Source: an optimization exercise on an open RTL-to-GDS flow (aim: small area). Production flows keep margins and buffers that such runs may drop. In this exercise RTL edits were held to simulation tests only and were not proved equivalent to the original. Power figures rest on the tool's default switching activity, not on a simulated workload.

--- config.mk ---
export PLATFORM = sky130hd
export DESIGN_NAME = sisc
export DESIGN_NICKNAME = sisc
export VERILOG_FILES = /design/flow/design.v
export SDC_FILE = /design/flow/constraint.sdc
export NUM_CORES = 4
export LEC_CHECK = 0
export CAP_MARGIN = 20
export CORE_MARGIN = 2
export CORE_UTILIZATION = 40
export SLEW_MARGIN = 20
--- constraint.sdc ---
create_clock -name core_clock -period 10.0 [get_ports {clk}]
set_input_delay 2.0000 -clock core_clock [delete_from_list [all_inputs] [get_ports {clk}]]
set_output_delay 2.0000 -clock core_clock [all_outputs]
set_load 0.01 [all_outputs]
--- design.v ---
`timescale 1ns/100ps
module alu (clk, rst_f, alu_en, rsa, rsb, imm, alu_op, alu_result, stat, stat_en);
  input   clk;
  input   rst_f;
  input   alu_en;
  input   [31:0] rsa;
  input   [31:0] rsb;
  input   [15:0] imm;
  input   [1:0]  alu_op;
  output  [31:0] alu_result;
  output  [3:0]  stat;
  output         stat_en;
  wire [3:0]  stat;
  reg  [32:0] add_out;
  reg  [31:0] log_out;
  reg  [31:0] shf_out;
  reg  [31:0] alu_out;
  reg  [63:0] reg_rot;
  reg  [31:0] imm_ext;
  reg  [31:0] alu_result;
  wire [3:0]  funct;
  wire        stat_en, fsb;
  parameter add = 1, sub = 2, lnot = 4, lor = 5, land = 6, lxor = 7;
  parameter shf_r = 10, shf_l = 11, rot_r = 8, rot_l = 9;
  assign funct = imm[3:0];
  always @ (imm)
  begin
    if (imm[15] == 1'b0)
      imm_ext[31:16] = 16'h0000;
    else
      imm_ext[31:16] = 16'hFFFF;
    imm_ext[15:0] = imm;
  end
  always @ (rsa, rsb, funct, imm_ext, alu_op)
    if (alu_op[0] == 1'b0)
      if (funct == sub)
        add_out = rsa - rsb;
      else
        add_out = rsa + rsb;
    else
      add_out = rsa + imm_ext;  
  always @ (rsa, rsb, funct)
    case (funct[1:0])
      2'b00:    log_out = ~rsa;
      2'b01:    log_out = rsa | rsb;
      2'b10:    log_out = rsa & rsb;
      2'b11:    log_out = rsa ^ rsb;
    endcase
  always @ (rsa, rsb, funct)
  begin
    reg_rot = 64'h0;
    case (funct[1:0])
      2'b10: begin                    
        shf_out = rsa >> rsb;
      end
      2'b11: begin                    
        shf_out = rsa << rsb;
      end
      2'b00: begin                    
        reg_rot = {rsa, rsa} >> rsb[4:0];
        shf_out = reg_rot[31:0];
      end
      default: begin                  
        reg_rot = {rsa, rsa} << rsb[4:0];
        shf_out = reg_rot[63:32];
      end
    endcase
  end
  always @ (add_out, log_out, shf_out, funct, alu_op)
  begin
    if (alu_op[0] == 1'b1)
      alu_out = add_out[31:0];
    else
    begin
      case (funct[3:2])
        2'b00: alu_out = add_out[31:0];
        2'b01: alu_out = log_out;
        2'b10: alu_out = shf_out;
        2'b11: alu_out = 32'H00000000;
      endcase
    end
  end
  always @(posedge clk or negedge rst_f)
    if (!rst_f)
      alu_result <= 32'H00000000;
    else if (alu_en == 1'b1)
      alu_result <= alu_out;
  assign fsb = (funct == sub) ? 1'b1 : 1'b0;
  assign stat[3] = add_out[32];
  assign stat[2] = (~(fsb ^ rsa[31] ^ rsb[31])) & (fsb ^ rsb[31] ^ add_out[31]);
  assign stat[1] = alu_out[31];
  assign stat[0] = ~|alu_out[31:0];
  assign stat_en = ((funct == add) || (funct == sub)) && (alu_op[1] == 1'b0) ? 1'b1 : 1'b0;
endmodule
`timescale 1ns/100ps
module rf (clk, read_rega, read_regb, rd_en, write_reg, write_data, rf_we, rsa, rsb);
  input  clk;
  input  [3:0]  read_rega;
  input  [3:0]  read_regb;
  input  rd_en;
  input  [3:0]  write_reg;
  input  [31:0] write_data;
  input  rf_we;
  output [31:0] rsa;
  output [31:0] rsb;
  reg    [31:0] ram_array [15:0];
  reg    [31:0] rsa;
  reg    [31:0] rsb;
  always @(posedge clk)
  begin
    if (rd_en == 1'b1)
    begin
      if (read_rega == 4'H0)
        rsa <= 32'H00000000;
      else
        rsa <= ram_array[read_rega];
    end
  end
  always @(posedge clk)
  begin
    if (rd_en == 1'b1)
    begin
      if (read_regb == 4'H0)
        rsb <= 32'H00000000;
      else
        rsb <= ram_array[read_regb];
    end
  end
  always @(posedge clk)
  begin
    if (rf_we == 1'b1)
      ram_array[write_reg] <= write_data;
  end
endmodule
`timescale 1ns/100ps
module statreg (clk, rst_f, in, enable, out);
  input        clk;
  input        rst_f;
  input  [3:0] in;
  input        enable;
  output [3:0] out;
  reg   [3:0] outreg;
  always @ (posedge clk or negedge rst_f)
    if (!rst_f)
      outreg <= 4'b0000;
    else if (enable == 1'b1)
      outreg <= in;
  assign out = outreg;
endmodule
`timescale 1ns/100ps
module ir (clk, rst_f, ir_load, read_data, instr);
  input         clk;
  input         rst_f;
  input         ir_load;
  input  [31:0] read_data;
  output [31:0] instr;
  wire          clk;
  wire          ir_load;
  wire   [31:0] read_data;
  reg    [31:0] instr;
  always @(posedge clk or negedge rst_f)
    if (!rst_f)
      instr <= 32'h00000000;
    else if (ir_load == 1'b1)
      instr <= read_data;
endmodule
`timescale 1ns/100ps
module pc (clk, br_addr, pc_sel, pc_write, pc_rst, pc_out, pc_inc);
  input         clk;
  input  [15:0] br_addr;
  input         pc_sel;
  input         pc_write;
  input         pc_rst;
  output [15:0] pc_out;
  output [15:0] pc_inc;
  reg    [15:0] pc_in;
  reg    [15:0] pc_out;
  wire   [15:0] pc_inc;
  always @(posedge clk or posedge pc_rst)
  begin
    if (pc_rst == 1'b1)
      pc_out <= 16'h0000;
    else
      if (pc_write == 1'b1)
        pc_out <= pc_in;
  end
  always @(br_addr, pc_inc, pc_sel)
  begin
    if (pc_sel == 1'b0)
      pc_in = pc_inc;
    else
      pc_in = br_addr;
  end
  assign pc_inc = pc_out + 1;
endmodule
`timescale 1ns/100ps
module br (pc_inc, imm, br_sel, br_addr);
  input  [15:0] pc_inc;
  input  [15:0] imm;
  input         br_sel;
  output [15:0] br_addr;
  reg   [15:0] br_in;
  always @ (pc_inc, br_sel)
  begin
    if (br_sel == 1'b1)
      br_in = 16'h0000;
    else
      br_in = pc_inc;
  end
  assign br_addr = br_in + imm;
endmodule
`timescale 1ns/100ps
module mux4 (in_a, in_b, in_swap, sel, out);
  input  [3:0] in_a;
  input  [3:0] in_b;
  input  [3:0] in_swap;
  input  [1:0] sel;
  output [3:0] out;
  reg   [3:0] out;
  always @ (in_a, in_b, in_swap, sel)
  begin
    if (sel == 0)
      out = in_a;
    else if(sel == 1)
      out = in_b;
    else
      out = in_swap;
  end
endmodule
`timescale 1ns/100ps
module mux16 (in_a, in_b, sel, out);
  input  [15:0] in_a;
  input  [15:0] in_b;
  input         sel;
  output [15:0] out;
  reg   [15:0] out;
  always @ (in_a, in_b, sel)
  begin
    if (sel == 1'b0)
      out = in_a;
    else
      out = in_b;
  end
endmodule 
`timescale 1ns/100ps
module mux32 (in_a, in_b, sel, out);
  input  [31:0] in_a;
  input  [31:0] in_b;
  input         sel;
  output [31:0] out;
  reg   [31:0] outreg;
  always @ (in_a, in_b, sel)
  begin
    if (sel == 1'b0)
      outreg = in_a;
    else
      outreg = in_b;
  end
  assign out = outreg;
endmodule
`timescale 1ns/100ps
module register_swap(in_a, in_b, sel, data_out);
input [3:0] in_a;
input [3:0] in_b;
input sel;
output [3:0] data_out;
reg [3:0] data_out;
always @ (in_a, in_b, sel)
begin
	if(sel == 1'b1)
		data_out = in_a;
	else
		data_out = in_b;
end
endmodule
`timescale 1ns/100ps
module ctrl (clk, rst_f, opcode, mm, stat, rf_we, alu_op, wb_sel, rd_sel, br_sel, pc_rst, pc_write, pc_sel,
             mm_sel, dm_we, ir_load, rd_en, stat_we, reg_swap, data_swap, mux_swap, halted);
  input clk, rst_f;
  input [3:0] stat, opcode, mm;
  output reg rf_we, wb_sel, mm_sel, dm_we, ir_load, rd_en, stat_we;
  output reg br_sel, pc_write, pc_sel;
  output pc_rst;
  output reg [1:0] alu_op;
  output reg [1:0] rd_sel;
  output reg reg_swap, data_swap, mux_swap;
  output halted;
  parameter start0 = 0, start1 = 1, fetch = 2, decode = 3, execute = 4, mem = 5, writeback = 6, halt = 7;
  parameter NOOP = 0, LOD = 1, STR = 2, SWAP = 3, ALU_OP = 8, BRA = 4, BRR = 5, BNE = 6, HLT = 15;
  parameter am_imm = 8;
  reg [2:0]  present_state, next_state;
  reg        taken;
  assign pc_rst = ~rst_f;
  assign halted = (present_state == halt);
  always @(posedge clk or negedge rst_f)
  begin
    if (!rst_f)
      present_state <= start0;
    else
      present_state <= next_state;
  end
  always @(opcode, mm, stat)
  begin
    case (opcode)
      BRA, BRR: taken = ((mm & stat) != 4'b0000);
      BNE:      taken = ((mm & stat) == 4'b0000);
      default:  taken = 1'b0;
    endcase
  end
  always @(present_state, opcode, taken)
  begin
    case (present_state)
      start0:    next_state = start1;
      start1:    next_state = fetch;
      fetch:     next_state = decode;
      decode:    next_state = (opcode == HLT) ? halt : execute;
      execute:   next_state = taken ? fetch : mem;
      mem:       next_state = writeback;
      writeback: next_state = fetch;
      default:   next_state = halt;
    endcase
  end
  always @(present_state, opcode, mm, taken)
  begin
    rf_we     = 1'b0;
    wb_sel    = 1'b0;
    dm_we     = 1'b0;
    ir_load   = 1'b0;
    rd_en     = 1'b0;
    stat_we   = 1'b0;
    pc_write  = 1'b0;
    pc_sel    = 1'b0;
    rd_sel    = 2'b00;
    reg_swap  = 1'b0;
    data_swap = 1'b0;
    mux_swap  = 1'b0;
    if (opcode == ALU_OP)
      alu_op = (mm == am_imm) ? 2'b01 : 2'b00;
    else if ((opcode == LOD) || (opcode == STR))
      alu_op = 2'b11;
    else
      alu_op = 2'b10;
    mm_sel = (mm == am_imm);
    br_sel = (opcode != BRR);
    case (present_state)
      fetch:   ir_load = 1'b1;
      decode:  rd_en = 1'b1;
      execute:
        begin
          stat_we  = 1'b1;
          pc_write = 1'b1;
          pc_sel   = taken;
        end
      mem:
        begin
          if (opcode == STR)
            dm_we = 1'b1;
          if (opcode == SWAP)
            begin
              rf_we     = 1'b1;
              rd_sel    = 2'b10;
              reg_swap  = 1'b0;
              data_swap = 1'b0;
              mux_swap  = 1'b1;
            end
        end
      writeback:
        begin
          if (opcode == ALU_OP)
            begin
              rf_we  = 1'b1;
              rd_sel = (mm == am_imm) ? 2'b01 : 2'b00;
            end
          if (opcode == LOD)
            begin
              rf_we  = 1'b1;
              rd_sel = 2'b01;
              wb_sel = 1'b1;
            end
          if (opcode == SWAP)
            begin
              rf_we     = 1'b1;
              rd_sel    = 2'b10;
              reg_swap  = 1'b1;
              data_swap = 1'b1;
              mux_swap  = 1'b1;
            end
        end
      default: ;
    endcase
  end
endmodule
`timescale 1ns/100ps
module sisc (clk, rst_f, imem_addr, imem_rdata, dmem_addr, dmem_wdata, dmem_we, dmem_rdata, halted);
  input         clk, rst_f;
  output [15:0] imem_addr;
  input  [31:0] imem_rdata;
  output [15:0] dmem_addr;
  output [31:0] dmem_wdata;
  output        dmem_we;
  input  [31:0] dmem_rdata;
  output        halted;
  wire [3:0] mux4_result;
  wire [31:0] wb_data;
  wire [31:0] rsa;
  wire [31:0] rsb;
  wire rf_we;
  wire rd_en;
  wire cc_en;
  wire stat_we;
  wire [3:0] cc;
  wire [31:0] alu_result;
  wire wb_sel;
  wire [1:0] alu_op;
  wire [3:0] stat_out;
  wire [1:0] rd_sel;
  wire [15:0] pc_out;
  wire [15:0] pc_inc;
  wire [15:0] branch_address;
  wire [31:0] IR;
  wire pc_write;
  wire pc_sel;
  wire pc_rst;
  wire br_sel;
  wire ir_load;
  wire [15:0] mux16_result;
  wire mm_sel;
  wire dm_we;
  wire [31:0] data_swapped;
  wire [31:0] swap_mux_data;
  wire [3:0] swap_reg;
  wire swapmux;
  wire swap_data_sel;
  wire swap_reg_sel;
  assign imem_addr  = pc_out;
  assign dmem_addr  = mux16_result;
  assign dmem_wdata = rsb;
  assign dmem_we    = dm_we;
  mux32 swapmuxer (.in_a (wb_data),
                   .in_b (data_swapped),
                   .sel  (swapmux),
                   .out  (swap_mux_data));
  mux32 sd (.in_a (rsa),
            .in_b (rsb),
            .sel  (swap_data_sel),
            .out  (data_swapped));
  register_swap sr (.in_a     (IR[23:20]),
                    .in_b     (IR[19:16]),
                    .sel      (swap_reg_sel),
                    .data_out (swap_reg));
  mux16 amux16 (.in_a (alu_result[15:0]),
                .in_b (IR[15:0]),
                .sel  (mm_sel),
                .out  (mux16_result));
  mux4 amux4 (.in_a    (IR[15:12]),
              .in_b    (IR[19:16]),
              .in_swap (swap_reg),
              .sel     (rd_sel),
              .out     (mux4_result));
  rf my_rf (.clk        (clk),
            .read_rega  (IR[23:20]),
            .read_regb  (IR[19:16]),
            .rd_en      (rd_en),
            .write_reg  (mux4_result[3:0]),
            .write_data (swap_mux_data[31:0]),
            .rf_we      (rf_we),
            .rsa        (rsa),
            .rsb        (rsb));
  alu my_alu (.clk        (clk),
              .rst_f      (rst_f),
              .alu_en     (stat_we),
              .rsa        (rsa[31:0]),
              .rsb        (rsb[31:0]),
              .imm        (IR[15:0]),
              .alu_op     (alu_op[1:0]),
              .alu_result (alu_result),
              .stat       (cc),
              .stat_en    (cc_en));
  mux32 amux32 (.in_a (alu_result[31:0]),
                .in_b (dmem_rdata[31:0]),
                .sel  (wb_sel),
                .out  (wb_data));
  statreg my_s (.clk    (clk),
                .rst_f  (rst_f),
                .in     (cc[3:0]),
                .enable (cc_en & stat_we),
                .out    (stat_out));
  ctrl my_ctrl (.clk       (clk),
                .rst_f     (rst_f),
                .opcode    (IR[31:28]),
                .mm        (IR[27:24]),
                .stat      (stat_out),
                .rf_we     (rf_we),
                .alu_op    (alu_op),
                .wb_sel    (wb_sel),
                .rd_sel    (rd_sel),
                .br_sel    (br_sel),
                .pc_rst    (pc_rst),
                .pc_write  (pc_write),
                .pc_sel    (pc_sel),
                .mm_sel    (mm_sel),
                .dm_we     (dm_we),
                .ir_load   (ir_load),
                .rd_en     (rd_en),
                .stat_we   (stat_we),
                .reg_swap  (swap_reg_sel),
                .data_swap (swap_data_sel),
                .mux_swap  (swapmux),
                .halted    (halted));
  pc progcounter (.clk      (clk),
                  .br_addr  (branch_address[15:0]),
                  .pc_sel   (pc_sel),
                  .pc_write (pc_write),
                  .pc_rst   (pc_rst),
                  .pc_out   (pc_out[15:0]),
                  .pc_inc   (pc_inc[15:0]));
  ir instr_reg (.clk       (clk),
                .rst_f     (rst_f),
                .ir_load   (ir_load),
                .read_data (imem_rdata),
                .instr     (IR));
  br branch (.pc_inc  (pc_inc[15:0]),
             .imm     (IR[15:0]),
             .br_sel  (br_sel),
             .br_addr (branch_address));
endmodule
--- run.sh ---
#!/bin/bash
# synth_recipe.tcl (not shown) runs the flow's synth.tcl, then flattens the netlist and writes it again
# the make line also repeats each setting of config.mk as NAME=value (left out here)
make -C /OpenROAD-flow-scripts/flow DESIGN_CONFIG=/design/flow/config.mk WORK_HOME=/design/flow/orfs CLKGATE_MAP_FILE= SYNTH_SCRIPT=/design/flow/synth_recipe.tcl finish
==> metrics.md <==
| Metric | Value |
|---|---|
| Status | `timing/DRC/antenna clean` |
| Num rows | `120` |
| Total track usage | `0.278` |
| IO buf count | `131` |
| Routability cong. | `1.02` |
| Crit-path max FO | `12` |
| Final period utilization | `0.758` |
| Routed wire length | `155000 microns` |
| Pin count of the biggest net entering global routing | `74` |
| R2R depth | `24` |
| Cell area after synthesis | `43000 sq um` |
| R2R setup slack | `2.42 ns` |
| Detailed placement HPWL | `104000 microns` |
| Slew @ Worst Pin | `1.27 ns` |
| Fin crit period | `7.58 ns` |
| CTS root buffer | `clkbuf_16` |
| R2R Path Start | `my_rf.rsb[1]$_SDFFCE_PN0P_` |
| Crit path cell chain | `clkinv_1, ha_1, nor2b_1, nor3_1, o21ai_0, o2bb2ai_1, o2111ai_1, nor4_2, nand2_1, xnor2_1, a21oi_1, ha_1, nand2_1, nor4_1, o2111ai_1, a21oi_1, nor4_1, or2_2, o21ai_0, a21oi_1, o21ba_2, xor2_1, a21oi_1, mux2_2` |
| Max Transition Viols Final | `0` |
| Critical path required time | `10.50 ns` |
| Largest Register | `my_rf.ram_array` |
| Initial core utilization | `0.402` |
| Post-CTS sizing | `0` |
| Maximum VDD drop | `0.185 mV` |
| Core ar. | `107000 sq um` |
| Longest Clk Path Bufs | `3` |
| Hold buffer count at cts | `0` |
| Slowest cell on the critical path | `edfxtp_1` |
| Setup Skew | `0.0340 ns` |
| Final instance area | `48500 sq um` |
| Vias in the first global route | `31000` |
| Hold path startpoint | `my_alu.alu_result[29]$_DFFE_PN0P_` |
| Filler cell count | `9521` |
| Post-synth top cells | `edfxtp_1 (576), mux4_2 (426), nand2_1 (267), nor2_1 (199), clkbuf_1 (176)` |
| Clock transition at path regs | `0.07 ns` |
| Max_slew headroom | `0.134` |
| Vias per Instance | `6.56` |
| Sink Count | `663` |
| Post-CTS Setup Bufs | `0` |
| CP delay by family, top | `compound AO/OA/AOI/OAI gates` |
| CP Buf/Inv Count | `1` |
| Ys async rst share | `0.131` |
| PwrDens | `381 nW/um^2` |
| Cell mode on critical path | `a21oi_1` |
| Largest cells by area after synthesis | `edfxtp_1 (40%), mux4_2 (22%), dfrtp_1 (5.1%)` |
| 1st-iter DRT viols | `4163` |
| Max stage delay on crit path | `0.75 ns` |
| First-pass GRT wire length | `224000 microns` |
| Leading area contributor after synthesis | `edfxtp_1` |
| H-tree depth | `3` |
| Most frequent cell after synthesis | `edfxtp_1` |
| Vias | `31600` |
| Avg WL per Cell | `32.2 microns` |
| Die H | `332 microns` |
| Worst Hold Endpoint | `my_alu.alu_result[29]$_DFFE_PN0P_` |
| Pwr Total | `18.5 mW` |
| Sequential cell area | `19500 sq um` |
| Reg-to-reg critical path endpoint | `my_s.outreg[1]$_DFFE_PN0P_` |
| Final net count | `3544` |
| Worst Setup End Kind | `flip-flop` |
| Yosys warns | `11` |
| Full die area | `110000 sq um` |
| Max_cap viols | `0` |
| Unrepaired setup endpoints after global routing | `false` |
| Crit path arrival time | `8.08 ns` |
| Clk Latency, worst-skew pair | `0.65 ns` |
| Layout cells sized above 1 | `0.239` |
| Multi-input logic area | `22200 sq um` |
| Max reg flops | `512` |
| Max Freq | `132 MHz` |
| Initial antenna violation count | `8` |
| Leak Pwr | `16.7 nW` |
| Crit path from | `my_rf.rsb[1]$_SDFFCE_PN0P_` |
| Number of synthesized flops with an enable pin | `576` |
| Crit Path Class | `reg -> reg` |
| DRT Pass-1 Iters | `6` |
| # setup viols final | `0` |
| I/O Pins | `132` |
| Hold crit path type | `reg -> reg` |
| Ys flop type | `edfxtp_1` |
| Top-area cell type share of the netlist area | `0.402` |
| DRC | `0` |
| Register area share after synthesis | `0.453` |
| Yosys cell types | `92` |
| Setup crit start kind | `flip-flop` |
| CTS tree | `built` |
| Total gr overflow | `0` |
| Layout overhead on the synthesized area | `12.7%` |
| Worst hold path depth | `2` |
| Die W | `332 microns` |
| Yosys reg bits | `663` |
| Final hold viol count | `0` |
| Mapped Cells | `3298` |
| Post-DRT Antenna Nets | `0` |
| Total CTS buffers | `70` |
| Syn Area/Cell | `13.0 sq um` |
| Syn nets | `3484` |
| Placed cell area | `46100 sq um` |
| Final setup TNS | `0 ns` |
-- kinds of logic after synthesis --
logic type | after synthesis | synth area share
and+or+nand+nor | 839 | 0.0940
DFF | 663 | 0.453
muxes | 602 | 0.271
AOI/OAI and AO/OA | 585 | 0.0897
buffers and inverters | 383 | 0.0358
adders and majority gates | 120 | 0.0353
xor gates and xnor gates | 106 | 0.0216
-- final cells by class --
type / instances / area share
Timing Repair Buffer: 253 / 0.0462
Clock inverter: 40 / 0.00790
Inverter: 118 / 0.00914
Multi-Input combinational cell: 2252 / 0.459
Tap cell: 1403 / 0.0362
Antenna cell: 1 / 0.0000516
Sequential cell: 663 / 0.402
Clock buffer: 88 / 0.0395
-- worst reg2reg max path, cell delays in order (launching register included) --
cell	delay, ns
edfxtp_1	0.75
clkinv_1	0.44
ha_1	0.37
nor2b_1	0.24
nor3_1	0.22
o21ai_0	0.12
o2bb2ai_1	0.21
o2111ai_1	0.34
nor4_2	0.58
nand2_1	0.13
xnor2_1	0.18
a21oi_1	0.12
ha_1	0.44
nand2_1	0.08
nor4_1	0.59
o2111ai_1	0.44
a21oi_1	0.33
nor4_1	0.10
or2_2	0.32
o21ai_0	0.41
a21oi_1	0.14
o21ba_2	0.22
xor2_1	0.20
a21oi_1	0.15
mux2_2	0.32
-- routing by layer --
layer	vias up	track usage	share of wire
li1	13200	-	-
met1	16300	0.383	0.39
met2	1773	0.431	0.46
met3	338	0.0530	0.099
met4	8	0.124	0.048
met5	-	0	0.00034
-- worst max path at each step --
stage	to	cells past startpoint	slack, ns
after global placement	my_alu.alu_result[31]$_DFFE_PN0P_	26	2.68
after global routing	my_s.outreg[0]$_DFFE_PN0P_	26	1.89
final	my_s.outreg[1]$_DFFE_PN0P_	24	2.42
after floorplan	my_s.outreg[0]$_DFFE_PN0P_	34	3.37
after CTS	my_s.outreg[0]$_DFFE_PN0P_	24	2.55
after detailed placement	my_s.outreg[0]$_DFFE_PN0P_	24	2.62
-- cell usage in the layout, fill, tap and decap left out, types with 12 or more instances in the layout --
master	instances
mux2i_1	83
a31oi_1	20
o221ai_1	30
and2_1	16
clkinv_1	15
dfrtp_1	77
o21ai_0	142
xnor2_1	84
clkbuf_16	72
nor2b_1	84
buf_4	122
xor2_1	22
nand2_1	266
o32ai_1	12
nor4_1	25
nand2b_1	18
o22ai_1	20
mux4_2	426
inv_1	114
o21a_1	16
o211ai_1	16
or3_1	15
mux2_2	79
nor2_4	17
a211oi_1	16
a21oi_1	143
edfxtp_1	576
and3_1	31
clkdlybuf4s50_1	130
a21o_1	22
nor3_1	50
ha_1	118
nand3_1	68
nor2_1	181
-- stage by stage --
stage                     hold WS [ns]   util  setup WS (ns)  cells
after CTS                        0.489  0.453           2.55   4817
after floorplan                  0.445      -           3.37   3298
final                            0.488  0.453           2.42   4818
after global routing             0.524  0.453           1.89   4818
after detailed placement         0.475  0.432           2.62   4689
after global placement           0.459  0.432           2.68   4689
-- report_power, final --
part | switching (mW) | internal, mW | leakage (nW)
clock | 1.13 | 1.50 | 1.12
combinational | 6.43 | 4.69 | 9.25
sequential | 0.911 | 3.82 | 6.29
total | 8.46 | 10.0 | 16.7

==> static timing again, ports no longer ideal <==
In the flow no input, the clock included, has a driving cell. The finished layout below was timed again as built, in two steps.
Step 1: set_driving_cell puts a clkbuf_16 on clk and a buf_2 on each other input, an assumption about the parent block.
Step 2, shift: input delay + t, output delay - t, t = (earliest + latest rising clock arrival at the registers) / 2. This alone moves slack from input paths to output paths.
Three values: no drivers, after step 1, after step 2; two values: the first two.
t (ns): 0.700
setup slack, ns: 2.423 / 2.423 / 2.423
latest minus earliest clock arrival (ns): 0.034 / 0.034
After both steps setup and hold are still met in this run. The setup slack of this run moves by 0.000 ns with the drivers and by 0.000 ns with both steps.
